Background: an optimization exercise with open tools, aiming at small area, a short achievable clock period and few clock cycles. Do not read the settings as production practice.
At most, simulation tests tie the RTL to the original design; equivalence was not proved.
No activity file was given, so power comes from the tool's default toggle rates.

== run 1 ==
Design Data_selector, start of the top module:
module Data_selector(
	input clk,
	input rst,
	input data_collect_finish,
	input [7:0] data_in,
	output reg [7:0] data_out,
	output reg [13:0] read_select,
	output reg [13:0] write_out_se,
	output reg data_process_finish,
	output reg wr_enable
    );
Settings: LEC_CHECK=0, ABC_AREA=1, CAP_MARGIN=20, CORE_MARGIN=2, CORE_UTILIZATION=65, SETUP_SLACK_MARGIN=3.3, SLEW_MARGIN=20; clock period 5.5 ns.
standard.sh (not shown) runs the stock make flow with config.mk's settings and CLKGATE_MAP_FILE= SYNTH_SCRIPT=/design/flow/synth_recipe.tcl, a recipe that flattens the netlist after the stock synthesis.
==> flow/flow/run.sh <==
#!/bin/bash
# Standard ORFS layout (the standard.sh), with two changes:
#  - port buffers are the smallest buffer (buf_1) instead of clkdlybuf4s50_1;
#  - clock tree built from clkbuf_16 in clusters of up to 30 sinks, without dummy loads.
set -euo pipefail
bash standard.sh \
  "BUFFER_PORTS_ARGS=-buffer_cell sky130_fd_sc_hd__buf_1" \
  "CTS_ARGS=-sink_clustering_enable -repair_clock_nets -dont_use_dummy_load -buf_list sky130_fd_sc_hd__clkbuf_16 -sink_clustering_size 30 -sink_clustering_max_diameter 100" \
  finish > standard_flow.log 2>&1
Run 1 ended with every stage complete and zero timing, DRC or antenna violations.
Edits applied to the flow inputs when going from run 1 to run 2:
- SETUP_SLACK_MARGIN changed from 3.3 to 3.4
## What came out
- Diff run 2..run 1 | clock-buffer cell count | unchanged
- Termination of the worst setup path: wa1[12] -> run 2, wa1[13] -> run 1
- The origin of the worst setup path comes out bf in one run and c0 in the other, namely in run 2 and run 1 respectively.
- Run 2: wire length on met2 is about 4.6% lower than what run 1 reported.
- In the reports for run 1 and run 2, the larger share of the clock period used by the worst path after layout belongs to run 1.
- In the flow results for run 1 and run 2, the power is larger on run 2.
- Run 2 vs. run 1: final instance area rose by 130 um2, number of DRC markers in iteration 0 fell by 122, worst setup slack rose by 0.048 ns.
- Re critical path depth: run 1 and run 2 aren't equal, and the higher value belongs to run 2.
No run of this note included a check of the RTL's function; only the layout flow was run.

========
Another version of the RTL of Data_selector (not shown whole).
For scale: roughly 830 cells after synthesis, about 49 I/O pins.
clock: 5.5 ns
lec_check: 0
abc_area: 1
cap_margin: 20
core_margin: 2
core_utilization: 55
place_density: 0.8
setup_slack_margin: 3.3
slew_margin: 20
Scripts as last shown in full above: flow/flow/run.sh
Testbench counts at the start, summed over its fixed seeds: cycles 302,760.
Edit:
CORE_UTILIZATION = 65   (was 55)
PLACE_DENSITY = unset   (was 0.8)
After rerunning:
- fmax goes up by 0.56%
- die area goes down by 15%
- clock skew goes up by 15 ps
- cell area goes up by 1.7%
- routed wire length goes up by 12%
- clock power goes up by about 2%
- non-clock buffer count goes up by 12
Edit:
==> flow/flow/run.sh (replaced) <==
#!/bin/bash
# Standard ORFS layout (the standard.sh), with two changes:
#  - port buffers are the smallest buffer (buf_1) instead of clkdlybuf4s50_1;
#  - clock tree built from clkbuf_8 in clusters of up to 16 sinks, without dummy loads.
set -euo pipefail
bash standard.sh \
  "BUFFER_PORTS_ARGS=-buffer_cell sky130_fd_sc_hd__buf_1" \
  "CTS_ARGS=-sink_clustering_enable -repair_clock_nets -dont_use_dummy_load -buf_list sky130_fd_sc_hd__clkbuf_8 -sink_clustering_size 16 -sink_clustering_max_diameter 50" \
  finish > standard_flow.log 2>&1
CORE_UTILIZATION = 55   (was 65)
Effect: Clock-buffer cell count grows by 13. Die area grows by about 18%. Total power shrinks by 4.8%. Wire length shrinks by 11%. Core utilization shrinks by 12 points. Global-route usage shrinks by 4.7 points. Final area hardly moves. Sequential power stays flat. Worst hold slack got worse by 12 ps. Cell count grows by 2.5%. Register-to-register slack improved by 60 ps.
Edit:
==> flow/flow/run.sh (replaced) <==
#!/bin/bash
# Standard ORFS layout (the standard.sh), with two changes:
#  - port buffers are the smallest buffer (buf_1) instead of clkdlybuf4s50_1;
#  - clock tree built from clkbuf_16 in clusters of up to 30 sinks, without dummy loads.
set -euo pipefail
bash standard.sh \
  "BUFFER_PORTS_ARGS=-buffer_cell sky130_fd_sc_hd__buf_1" \
  "CTS_ARGS=-sink_clustering_enable -repair_clock_nets -dont_use_dummy_load -buf_list sky130_fd_sc_hd__clkbuf_16 -sink_clustering_size 30 -sink_clustering_max_diameter 100" \
  finish > standard_flow.log 2>&1
ABC_AREA = unset   (was 1)
Result: The changed run passed the timing, design-rule and antenna checks; routed wire length goes down by about 2.5%; non-clock buffer count rose by 19; design area rises by 2.1%; worst setup slack gets worse by 480 ps.

========
Data_selector, a different RTL version from the one above (not shown whole).
Size: roughly 890 cells after synthesis, about 260 flip-flops, about 49 I/O pins, about 9600 um2 of cells after synthesis.
==> flow/design.v (excerpt) <==
module Data_selector(
	input clk,
	input rst,
	input data_collect_finish,
	input [7:0] data_in,
	output reg [7:0] data_out,
	output reg [13:0] read_select,
	output reg [13:0] write_out_se,
	output reg data_process_finish,
	output reg wr_enable
    );
==> flow/config.mk <==
export PLATFORM = sky130hd
export DESIGN_NAME = Data_selector
export DESIGN_NICKNAME = Data_selector
export VERILOG_FILES = /design/flow/design.v
export SDC_FILE = /design/flow/constraint.sdc
export NUM_CORES = 4
export LEC_CHECK = 0
export CAP_MARGIN = 20
export CORE_MARGIN = 2
export CORE_UTILIZATION = 40
export SETUP_SLACK_MARGIN = 3.5
export SLEW_MARGIN = 20
==> flow/constraint.sdc <==
create_clock -name core_clock -period 5.5 [get_ports {clk}]
set_input_delay 1.1000 -clock core_clock [delete_from_list [all_inputs] [get_ports {clk}]]
set_output_delay 1.1000 -clock core_clock [all_outputs]
set_load 0.01 [all_outputs]
run.sh (not shown) runs the stock make flow with config.mk's settings and CLKGATE_MAP_FILE= SYNTH_SCRIPT=/design/flow/synth_recipe.tcl, a recipe that flattens the netlist after the stock synthesis.
Stock flow here: none of the scripts above is used.
The starting point passed the timing, design-rule and antenna checks.
Testbench counts at the start, summed over its fixed seeds: cycles 302,736.
Next try:
==> flow/flow/run.sh (new file) <==
#!/bin/bash
# Standard ORFS layout (the standard.sh), with two changes:
#  - port buffers are the smallest buffer (buf_1) instead of clkdlybuf4s50_1;
#  - clock tree built from clkbuf_8 in clusters of up to 20 sinks, without dummy loads.
set -euo pipefail
bash standard.sh \
  "BUFFER_PORTS_ARGS=-buffer_cell sky130_fd_sc_hd__buf_1" \
  "CTS_ARGS=-sink_clustering_enable -repair_clock_nets -dont_use_dummy_load -buf_list sky130_fd_sc_hd__clkbuf_8 -sink_clustering_size 20 -sink_clustering_max_diameter 60" \
  finish > standard_flow.log 2>&1
==> flow/standard.sh (new file) <==
#!/bin/bash
# synth_recipe.tcl (not shown) runs the flow's synth.tcl, then flattens the netlist and writes it again
# the make line also repeats each setting of config.mk as NAME=value (left out here)
make -C /OpenROAD-flow-scripts/flow DESIGN_CONFIG=/design/flow/config.mk WORK_HOME=/design/flow/orfs CLKGATE_MAP_FILE= SYNTH_SCRIPT=/design/flow/synth_recipe.tcl "${@:-finish}"
Settings changed: SETUP_SLACK_MARGIN 3.5 to 3.0.
removed: flow/run.sh
=> The new run produced a clean layout; routed wire length decreases by 14%; design area fell by 17%; via count fell by 6.8%; core utilization decreases by 9.3 points; clock skew goes up by 48 ps.

========
v5:
RTL: one of the versions met above, not the one the previous note started from.
Size: about 830 cells after synthesis, about 240 flip-flops, roughly 8400 µm² of cells after synthesis.
export LEC_CHECK = 0
export ABC_AREA = 1
export ABC_CLOCK_PERIOD_IN_PS = 1800
export CAP_MARGIN = 20
export CORE_MARGIN = 2
export CORE_UTILIZATION = 55
export SETUP_SLACK_MARGIN = 3.3
export SLEW_MARGIN = 20
create_clock -name core_clock -period 5.5 [get_ports {clk}]
standard.sh (not shown) runs the stock make flow with config.mk's settings and CLKGATE_MAP_FILE= SYNTH_SCRIPT=/design/flow/synth_recipe.tcl, a recipe that flattens the netlist after the stock synthesis.
==> flow/flow/run.sh <==
#!/bin/bash
# Standard ORFS layout (the standard.sh), with two changes:
#  - port buffers are the smallest buffer (buf_1) instead of clkdlybuf4s50_1;
#  - clock tree built from clkbuf_16 in clusters of up to 30 sinks, without dummy loads.
set -euo pipefail
bash standard.sh \
  "BUFFER_PORTS_ARGS=-buffer_cell sky130_fd_sc_hd__buf_1" \
  "CTS_ARGS=-sink_clustering_enable -repair_clock_nets -dont_use_dummy_load -buf_list sky130_fd_sc_hd__clkbuf_16 -sink_clustering_size 30 -sink_clustering_max_diameter 100" \
  finish > standard_flow.log 2>&1
Testbench counts of v5, summed over its fixed seeds: cycles 302,760.
The following lists how v39 was set up differently from v5:
# v5
export LEC_CHECK = 0
export ABC_AREA = 1
export ABC_CLOCK_PERIOD_IN_PS = 1800
export CAP_MARGIN = 20
export CORE_MARGIN = 2
export CORE_UTILIZATION = 55
export SETUP_SLACK_MARGIN = 3.3
export SLEW_MARGIN = 20
create_clock -name core_clock -period 5.5 [get_ports {clk}]
# v39
export LEC_CHECK = 0
export ABC_AREA = 1
export CAP_MARGIN = 20
export CORE_MARGIN = 2
export CORE_UTILIZATION = 55
export GPL_ROUTABILITY_DRIVEN = 0
export SETUP_SLACK_MARGIN = 3.3
export SLEW_MARGIN = 20
create_clock -name core_clock -period 5.5 [get_ports {clk}]
Findings:
Count of fill cells added during filler insertion in v39 is about 0.9% below v5. Going from v5 to v39, total half-perimeter wirelength after legalization and detailed placement higher, longest individual stage delay on the worst path lower, non-clock buffer count higher. Re max-slew violation total from the final report: no difference whatsoever between v39 and v5. Cmp v39 vs v5: total routing resource utilization after global routing higher in v39.
#### Input delta (v28 over v39)
# v39
export LEC_CHECK = 0
export ABC_AREA = 1
export CAP_MARGIN = 20
export CORE_MARGIN = 2
export CORE_UTILIZATION = 55
export GPL_ROUTABILITY_DRIVEN = 0
export SETUP_SLACK_MARGIN = 3.3
export SLEW_MARGIN = 20
create_clock -name core_clock -period 5.5 [get_ports {clk}]
# v28
export LEC_CHECK = 0
export ABC_AREA = 1
export CAP_MARGIN = 20
export CORE_MARGIN = 2
export CORE_UTILIZATION = 55
export SETUP_SLACK_MARGIN = 3.3
export SLEW_MARGIN = 20
create_clock -name core_clock -period 5.5 [get_ports {clk}]
Worst-case hold slack up 0.023 ns in v28 wrt v39
Compared with v39, v28 shows a lower design internal power.
Cmp v28 vs v39: power dissipated by switching net loads lower in v28
Relative to v39, routed wire length has decreased by 3.6% in v28.
Shortest clock period the worst path allows after layout deteriorates in v28 relative to v39.
Between v28 and v39, it is v28 whose number of global-route vias before repair is lower, by about 5%.
Against v39, v28 reports a clock power share that is higher.
### v28 -> v16
# v28
export LEC_CHECK = 0
export ABC_AREA = 1
export CAP_MARGIN = 20
export CORE_MARGIN = 2
export CORE_UTILIZATION = 55
export SETUP_SLACK_MARGIN = 3.3
export SLEW_MARGIN = 20
create_clock -name core_clock -period 5.5 [get_ports {clk}]
# v16
export LEC_CHECK = 0
export ABC_AREA = 1
export CAP_MARGIN = 20
export CORE_MARGIN = 2
export CORE_UTILIZATION = 55
export SETUP_SLACK_MARGIN = 3.35
export SLEW_MARGIN = 20
create_clock -name core_clock -period 5.5 [get_ports {clk}]
Results
- Comparing v16 and v28, the higher hold slack is on v28.
- Share of power burned in the clock network (lower): v16
- [compare] base=v28 new=v16: portion of total power attributed to sequential cells -1.7 points, number of placed I/O pins barely changed, share of async-settable or async-resettable flops after synthesis saw little to no change, first-pass detailed-route iteration total went up 1, layout-stage area growth over the synthesis result has increased.
- Cmp v16 and v28 / final area / lower: v28
### v16 -> v13
# v16
export LEC_CHECK = 0
export ABC_AREA = 1
export CAP_MARGIN = 20
export CORE_MARGIN = 2
export CORE_UTILIZATION = 55
export SETUP_SLACK_MARGIN = 3.35
export SLEW_MARGIN = 20
create_clock -name core_clock -period 5.5 [get_ports {clk}]
# v13
export LEC_CHECK = 0
export ABC_AREA = 1
export CAP_MARGIN = 20
export CORE_MARGIN = 2
export CORE_UTILIZATION = 65
export SETUP_SLACK_MARGIN = 3.3
export SLEW_MARGIN = 20
create_clock -name core_clock -period 5.5 [get_ports {clk}]
==> flow/flow/run.sh <==
#!/bin/bash
# Standard ORFS layout (the standard.sh), with two changes:
#  - port buffers are the smallest buffer (buf_1) instead of clkdlybuf4s50_1;
#  - clock tree built from clkbuf_8 in clusters of up to 16 sinks, without dummy loads.
set -euo pipefail
bash standard.sh \
  "BUFFER_PORTS_ARGS=-buffer_cell sky130_fd_sc_hd__buf_1" \
  "CTS_ARGS=-sink_clustering_enable -repair_clock_nets -dont_use_dummy_load -buf_list sky130_fd_sc_hd__clkbuf_8 -sink_clustering_size 16 -sink_clustering_max_diameter 50" \
  finish > standard_flow.log 2>&1
- Compared with v16, in v13 setup slack lower; wire length of the first global-routing pass shows an increase of 5.1%; growth of design area from synthesis to finish decreased 0.72 points.
- v13 reports a higher maximum resistive drop on vdd than v16 does.
- [v13 vs v16] total instance count after detailed placement: lower in v13

========
run A:
Another version of the RTL of Data_selector (not shown whole).
For scale: ~250 flip-flops, about 49 I/O pins, ~9100 µm² of cells after synthesis.
// Data_selector
module Data_selector(
	input clk,
	input rst,
	input data_collect_finish,
	input [7:0] data_in,
	output reg [7:0] data_out,
	output reg [13:0] read_select,
	output reg [13:0] write_out_se,
	output reg data_process_finish,
	output reg wr_enable
    );
export LEC_CHECK = 0
export ABC_AREA = 1
export CAP_MARGIN = 20
export CORE_MARGIN = 2
export CORE_UTILIZATION = 65
export SETUP_SLACK_MARGIN = 3.2
export SLEW_MARGIN = 20
create_clock -name core_clock -period 5.5 [get_ports {clk}]
==> flow/flow/run.sh <==
#!/bin/bash
# Standard ORFS layout (the standard.sh), with two changes:
#  - port buffers are the smallest buffer (buf_1) instead of clkdlybuf4s50_1;
#  - clock tree built from clkbuf_8 in clusters of up to 16 sinks, without dummy loads.
set -euo pipefail
bash standard.sh \
  "BUFFER_PORTS_ARGS=-buffer_cell sky130_fd_sc_hd__buf_1" \
  "CTS_ARGS=-sink_clustering_enable -repair_clock_nets -dont_use_dummy_load -buf_list sky130_fd_sc_hd__clkbuf_8 -sink_clustering_size 16 -sink_clustering_max_diameter 50" \
  finish > standard_flow.log 2>&1
Testbench counts of run A, summed over its fixed seeds: cycles 302,736.
### run A -> run B
- changing CORE_UTILIZATION from 65 to 55
- changing SETUP_SLACK_MARGIN from 3.2 to 3.3
==> flow/flow/run.sh <==
#!/bin/bash
# Standard ORFS layout (the standard.sh), with two changes:
#  - port buffers are the smallest buffer (buf_1) instead of clkdlybuf4s50_1;
#  - clock tree built from clkbuf_16 in clusters of up to 30 sinks, without dummy loads.
set -euo pipefail
bash standard.sh \
  "BUFFER_PORTS_ARGS=-buffer_cell sky130_fd_sc_hd__buf_1" \
  "CTS_ARGS=-sink_clustering_enable -repair_clock_nets -dont_use_dummy_load -buf_list sky130_fd_sc_hd__clkbuf_16 -sink_clustering_size 30 -sink_clustering_max_diameter 100" \
  finish > standard_flow.log 2>&1
### Flow results
Going from run A to run B, the part of the power in the clock network was found to have gone up by 0.3 points. Taking run B as 1.0, run A lands at 1.06 on worst voltage drop across the vdd grid. Run B against run A: routed wire length lower; final critical-path required period saw an increase; count of plain and timing-repair buffers in the layout rose by 35%. When run B is set beside run A, its share of total power in combinational logic turns out to be 1.2 points larger. Fraction of the mapped netlist area in adder cells came out exactly the same in run A and run B. Going from run A to run B, flip-flop and latch share of the layout cell area shrinks by 1.6 points. Total power after layout was higher in the run labelled run B.
diff inputs: run B => run C
- a change of SETUP_SLACK_MARGIN from 3.3 to 3.2
==> flow/flow/run.sh <==
#!/bin/bash
# Standard ORFS layout (the standard.sh), with two changes:
#  - port buffers are the smallest buffer (buf_1) instead of clkdlybuf4s50_1;
#  - clock tree built from clkbuf_8 in clusters of up to 16 sinks, without dummy loads.
set -euo pipefail
bash standard.sh \
  "BUFFER_PORTS_ARGS=-buffer_cell sky130_fd_sc_hd__buf_1" \
  "CTS_ARGS=-sink_clustering_enable -repair_clock_nets -dont_use_dummy_load -buf_list sky130_fd_sc_hd__clkbuf_8 -sink_clustering_size 16 -sink_clustering_max_diameter 50" \
  finish > standard_flow.log 2>&1
==> comparison <==
- Comparing run B and run C, the lower setup slack was measured on run C.
- Looking at clock skew across both flows, run C is the stronger of the two, with run B trailing.
- Run C ended up with read_select[6] as its last element of the critical path; run B ended up with read_select[0].
- Any difference in routed metal-1 wire length between run C and run B is small enough to ignore.
- The slowest cell on the critical path comes out sky130_fd_sc_hd__dfrtp_2 in one run and sky130_fd_sc_hd__dfrtp_1 in the other, namely in run B and run C respectively.
- Maximum frequency ended up 0.41% lower on run C than on run B.
- When run C is measured against run B, its routed wire length turns out 0.36% lower.
- The global-route wire length before repair number comes out lower for run C vs run B.
- On CTS clock-pin slew for the worst setup and hold paths, the lower figure sits with run C, not run B.
- From run B to run C the numbers moved as follows: share of the final layout cell area in multi-input gates comparable; post-synthesis simple-gate area fraction closely matched the old numbers; clock buffer count in the final layout increased 12; sequential power was more or less identical.

## re-timing with driven ports
How much do the figures lean on ideal ports? The routed layouts below were timed once more, with nothing changed but the port constraints. Step 1 (the two cells are an assumption about what drives the block):
set clk [get_ports {clk}]
set_driving_cell -lib_cell sky130_fd_sc_hd__clkbuf_16 $clk
set_driving_cell -lib_cell sky130_fd_sc_hd__buf_2 [delete_from_list [all_inputs] $clk]
Step 2 moves the port delays by t, midway between the first and last clock arrival at a register: inputs arrive t later, outputs are due t later. That takes back most of the time a late clock gives input paths. a / b / c = ideal / step 1 / step 2; a / b = the first two.
run	shift t [ns]	slack for setup (ns)	worst register clock-pin slew, ns
run 1	0.490	3.221 / 3.221 / 2.959	0.11 / 0.11
run 2	0.497	3.269 / 3.269 / 2.998	0.11 / 0.11
the first run of note 2	0.488	3.312 / 3.298 / 3.009	0.11 / 0.11
the second run of note 2	0.499	3.324 / 3.286 / 2.905	0.12 / 0.12
the third run of note 2	0.549	3.329 / 3.293 / 2.959	0.09 / 0.09
the fourth run of note 2	0.488	2.849 / 2.849 / 2.849	0.11 / 0.11
the first run of note 3	0.563	3.210 / 3.163 / 2.759	0.07 / 0.07
the second run of note 3	0.560	3.047 / 3.068 / 2.507	0.11 / 0.11
v5	0.485	3.345 / 3.308 / 2.948	0.10 / 0.10
v39	0.494	3.351 / 3.314 / 2.920	0.11 / 0.11
v28	0.485	3.345 / 3.308 / 2.948	0.10 / 0.10
v16	0.489	3.365 / 3.327 / 2.922	0.11 / 0.11
v13	0.522	3.341 / 3.305 / 2.933	0.09 / 0.09
run A	0.529	3.266 / 3.230 / 2.921	0.10 / 0.10
run B	0.489	3.261 / 3.218 / 2.984	0.11 / 0.11
run C	0.554	3.252 / 3.215 / 2.916	0.09 / 0.09
After both steps every run listed still meets setup and hold. The setup slack of the second run of note 3, which loses most, moves by +0.021 ns with the drivers and by -0.540 ns with both steps.
